From an optimization exercise on the open Yosys and OpenROAD flow, aimed at small area, a short achievable clock period and few clock cycles per item; shortcuts taken in it are not production practice. The RTL was checked by simulation tests, not by an equivalence proof against the original design.

==> design/flow/config.mk <==
export PLATFORM = sky130hd
export DESIGN_NAME = boothe_multiplier
export DESIGN_NICKNAME = boothe_multiplier
export VERILOG_FILES = /design/flow/design.v
export SDC_FILE = /design/flow/constraint.sdc
export NUM_CORES = 4
export LEC_CHECK = 0
export CAP_MARGIN = 20
export CORE_MARGIN = 2
export CORE_UTILIZATION = 40
export SLEW_MARGIN = 20
==> design/flow/constraint.sdc <==
create_clock -name core_clock -period 5.0 [get_ports {clk}]
set_input_delay 1.0000 -clock core_clock [delete_from_list [all_inputs] [get_ports {clk}]]
set_output_delay 1.0000 -clock core_clock [all_outputs]
set_load 0.01 [all_outputs]
==> design/flow/design.v <==
module boothe_multiplier (clk, rst, new_inp, m1, m2, prod, add_op, sub_op, done);
    input clk;
    input rst;
    input new_inp;
    input signed [31:0] m1, m2;
    output reg done;
    output reg signed [63:0] prod;
    output reg [4:0] add_op;
    output reg [4:0] sub_op;
    reg [5:0] counter;
    reg sub_counter;
    reg signed [63:0] a;
    reg signed [31:0] b;
    reg b_;
    wire signed [31:0] c;
    assign c = b+1;
    always @(posedge clk) begin
        if (rst == 1) begin
            done <= 1;
            counter <= 0;
            b_ <= 0;
            a <= 0;
            b <= 0;
            prod <= 0;
            sub_counter <= 0;
            add_op <= 0;
            sub_op <= 0;
        end
        else begin
        if(new_inp == 1) begin
            a[31:0] <= m1;
            a[63:32] <= -m1[31];
            b <= m2;
            b_ <= 0;
            prod <= 0;
            done <= 0;
            add_op <= 0;
            sub_op <= 0;
        end
        if (done == 0) begin
            if(counter == 32) begin
                done <= 1;
                counter <= 0;
            end
            else begin
                if (sub_counter == 0) begin
                    if(b_ == 0 && b[0] == 1) begin
                        prod <= prod - a;
                        sub_op <= sub_op + 1;
                    end
                    else if(b_ == 1 && b[0] == 0) begin
                        prod <= prod + a;
                        add_op <= add_op + 1;
                    end
                    sub_counter <= 1;
                end
                else begin
                    a <= (a<<1);
                    b <= (b>>1)|(b[30]<<31);
                    b_ <= b[0];
                    if ((c==1)|(c==0)) begin
                        counter <= 32;
                    end
                    else begin
                        counter <= counter + 1;
                    end
                    sub_counter <= 0;
                end
            end
        end
        end
    end
endmodule
==> design/flow/run.sh <==
#!/bin/bash
# synth_recipe.tcl (not shown) runs the flow's synth.tcl, then flattens the netlist and writes it again
# the make line also repeats each setting of config.mk as NAME=value (left out here)
make -C /OpenROAD-flow-scripts/flow DESIGN_CONFIG=/design/flow/config.mk WORK_HOME=/design/flow/orfs CLKGATE_MAP_FILE= SYNTH_SCRIPT=/design/flow/synth_recipe.tcl finish
==> results_dict.tcl <==
set metrics [dict create \
    outcome "complete, no violations" \
    skew_ns 0.0145 \
    ys_types 87 \
    place_congestion 0.968 \
    cts-resized-gates 0 \
    whs_ns 0.463 \
    synth_edf_count 0 \
    ys_seq_area_share_pct 22.6 \
    die_area_um2 41300 \
    vias_per_cell 6.00 \
    crit_required_ns 5.46 \
    relSlewSlack_pct 34.6 \
    dp_hpwl_um 43000 \
    die_y_um 203 \
    switching_power_uw 1780 \
    avgSynthCellArea_um2 7.35 \
    dr.pass1.iters 6 \
    ys_async_sr_fraction_pct 0 \
    fin_crit_sh_pct 87.9 \
    drc_errors 0 \
    antennaDiodeCount 0 \
    final_hold_viol_count 0 \
    fin_crit_ns 4.39 \
    avgRoutedWirePerCell_um 21.2 \
    portBuffers 141 \
    intPower_uw 2830 \
    max_freq_mhz 228 \
    ant_nets 0 \
    startpoint_type "flip-flop" \
    clock_sinks 179 \
    clk_latency_ns 0.52 \
    leakage_uw 0.00745 \
    syn-num-nets 2360 \
    io-pin-count 142 \
    worstSetupPathType "reg -> reg" \
    grt_setup_unrepaired "no" \
    vias 16400 \
    rr_worst_depth 13 \
    grt_pass1_vias 15700 \
    fp-row-count 72 \
    slew_violations 0 \
    coreArea_um2 38900 \
    cts_tree "built" \
    grt-ovfl-total 0 \
    drive_gt1_share_pct 4.34 \
    cp-end-kind "flip-flop" \
    p_sw_share_pct 38.7 \
    first_iter_violations 1193 \
    synth_area_um2 15900 \
    ir_drop_mv 0.283 \
    numCtsBuffers 17 \
    power_density_nw_per_um2 254 \
    hold_depth 1 \
    ys_warn_count 1 \
    grt_pass1_wl_um 90700 \
    start_util_pct 40.8 \
    fillers 4041 \
    p_seq_share_pct 35.3 \
    synthCells 2161 \
    holdBufCountCts 0 \
    cts_setup_buffers 0 \
    clock_path_buffers 2 \
    tightest_slew_ns 0.978 \
    power.total_uw 4610 \
    maxCapViolations 0 \
    p_clk_share_pct 30.6 \
    crit_path_max_fanout 11 \
    utilization_pct 46.6 \
    synth_ff_type "dfxtp_1" \
    clk_pin_slew_ns 0.08 \
    cp.arrival_ns 4.85 \
    ys_seq_elements 179 \
    gr-usage-all-layers_pct 28.1 \
    setup_tns_ns 0 \
    hold_path_class "reg -> reg" \
    power_frac_comb_pct 34.1 \
    area_delta_synth_final_pct 14.2 \
    die_w_um 203 \
    antenna_found_initial 0 \
    nets 2397 \
    wirelength_um 58000 \
    grt_max_degree 100 \
    clockRootBuffer "clkbuf_16" \
    htreeDepth 4 \
    setup_viol 0 \
]
[kinds of logic after synthesis]
family          after synthesis  synth area share [%]
simple gates                660                  19.3
mux                          71                  4.49
fa+ha+maj                   132                  10.5
compound gates              763                  32.2
xor+xnor                     70                  3.86
buf+inv                     286                  7.07
flops                       179                  22.6
[layout make-up]
cell class	instances	area, um2	share of cell area, %
inverters	139	522	2.88
clock buffers	19	433	2.39
multi-input cells	1696	11200	61.8
repair buffers	165	1600	8.84
flip-flops and latches	179	3580	19.8
clock inverters	13	140	0.772
well taps	518	648	3.57
[Yosys cell counts, drive strengths merged (4+ instances only)]
master   instances  share of area, %
a32oi           11              0.61
nor4            20              0.83
mux2i           69               4.3
o211ai          21               1.0
o31ai           26               1.3
a31oi           28               1.1
a21oi          236               7.5
a221o           17               1.1
dfxtp          179                23
nand2          116               2.8
clkbuf         116               2.7
a22oi           24               1.1
nor2           294               6.9
nor2b           31               1.2
xnor2           60               3.3
a41oi            4              0.22
a211o            7              0.39
nand3           42               1.3
nand4           31               1.2
or3             10              0.39
o22ai           20              0.79
a22o             6              0.33
a221oi           8              0.44
or4              8              0.40
xor2            10              0.55
buf             31               1.0
and3            13              0.51
o21a             9              0.43
a2111oi          6              0.45
ha             130                10
inv            137               3.2
a31o             4              0.22
nand2b          19              0.75
a211oi         123               5.9
a21boi           4              0.19
a21o            37               1.8
o31a             5              0.28
and4             7              0.40
or2              9              0.35
o21bai          40               1.9
o21ai           89               2.8
o221ai          17              0.94
and2             7              0.28
nor3            43               1.4
[worst max-delay path, cell delays in order, from the launching register on]
cell and delay [ns]:
dfxtp_1 0.37, inv_1 0.06, ha_1 0.53, inv_1 0.15, o31ai_1 0.63, nand3_1 0.18, a211oi_1 0.49, o311ai_1 0.25
a31oi_1 0.52, a2111oi_0 0.22, nor3_1 0.47, a41oi_1 0.19, o21a_1 0.15, a21oi_1 0.11
[state kept, by name, summed over array words and instances, names as in the netlist]
register	cells
a	64
counter	6
b	32
sub_counter	1
prod	64
done	1
add_op	5
sub_op	5
b_	1
[stage by stage]
step / setup slack, ns / instances / cell area [um2]
6_report: 0.606 / 2729 / 18100
5_1_grt: 0.232 / 2729 / 18100
4_1_cts: 0.703 / 2729 / 18100
3_5_place_dp: 0.715 / 2697 / 17600
3_3_place_gp: 0.802 / 2697 / 17600
2_1_floorplan: 1.71 / 2161 / 15900
[path summary, 6_finish.rpt]
path                  start         to  slack, ns
setup / recovery      a[17]   prod[62]       0.61
hold / removal    add_op[4]  add_op[4]       0.46
setup reg to reg      a[17]   prod[62]       0.61
hold reg to reg   add_op[4]  add_op[4]       0.46
[power groups by stage]
stage / sequential [uW] / combinational (uW) / clock (uW)
after detailed placement: 1660 / 1540 / 0
final: 1630 / 1570 / 1410
after global placement: 1660 / 1550 / 0
after global routing: 1650 / 1720 / 1500
after floorplan: 1630 / 1100 / 0
after CTS: 1630 / 1550 / 1450
[metal layers]
| metal | GRT usage, % | vias to the layer above | share of wire, % |
|---|---|---|---|
| met5 | 0 | - | 0 |
| met4 | 10.3 | 0 | 2.5 |
| met3 | 5.24 | 80 | 6.1 |
| met2 | 44.1 | 523 | 45 |
| met1 | 38.3 | 7778 | 47 |
| li1 | - | 7983 | - |
[cell usage in the layout, fill, tap and decap left out, drive strengths merged, types with 43 or more instances in the layout]
master,n
a211oi,123
a21oi,236
clkdlybuf4s50,139
dfxtp,179
ha,130
inv,145
mux2i,69
nand2,116
nor2,294
nor3,43
o21ai,89
xnor2,60
Testbench counts, summed over its fixed seeds: cycles 154,892, items 3,200.

[what the ideal ports hide]
The results above use ideal ports. As a check the final layout listed here was re-extracted and re-timed, cells and wires unchanged. Step 1 assumes that a clkbuf_16 drives the clock port and a buf_2 every other input. Step 2 times the ports against the registers' clock, not the clock port: input delays grow and output delays shrink by t, the midpoint of the rising clock arrivals with the driver on. Three values: ideal, step 1, step 2; two values: the first two.
t (ns): 0.573
setup slack, ns: 0.606 / 0.606 / 0.606
worst register clock-pin slew, ns: 0.08 / 0.08
pins driven straight from the clock port: 1
After both steps this run still meets setup and hold. The setup slack of this run moves by 0.000 ns with the drivers and by 0.000 ns with both steps.
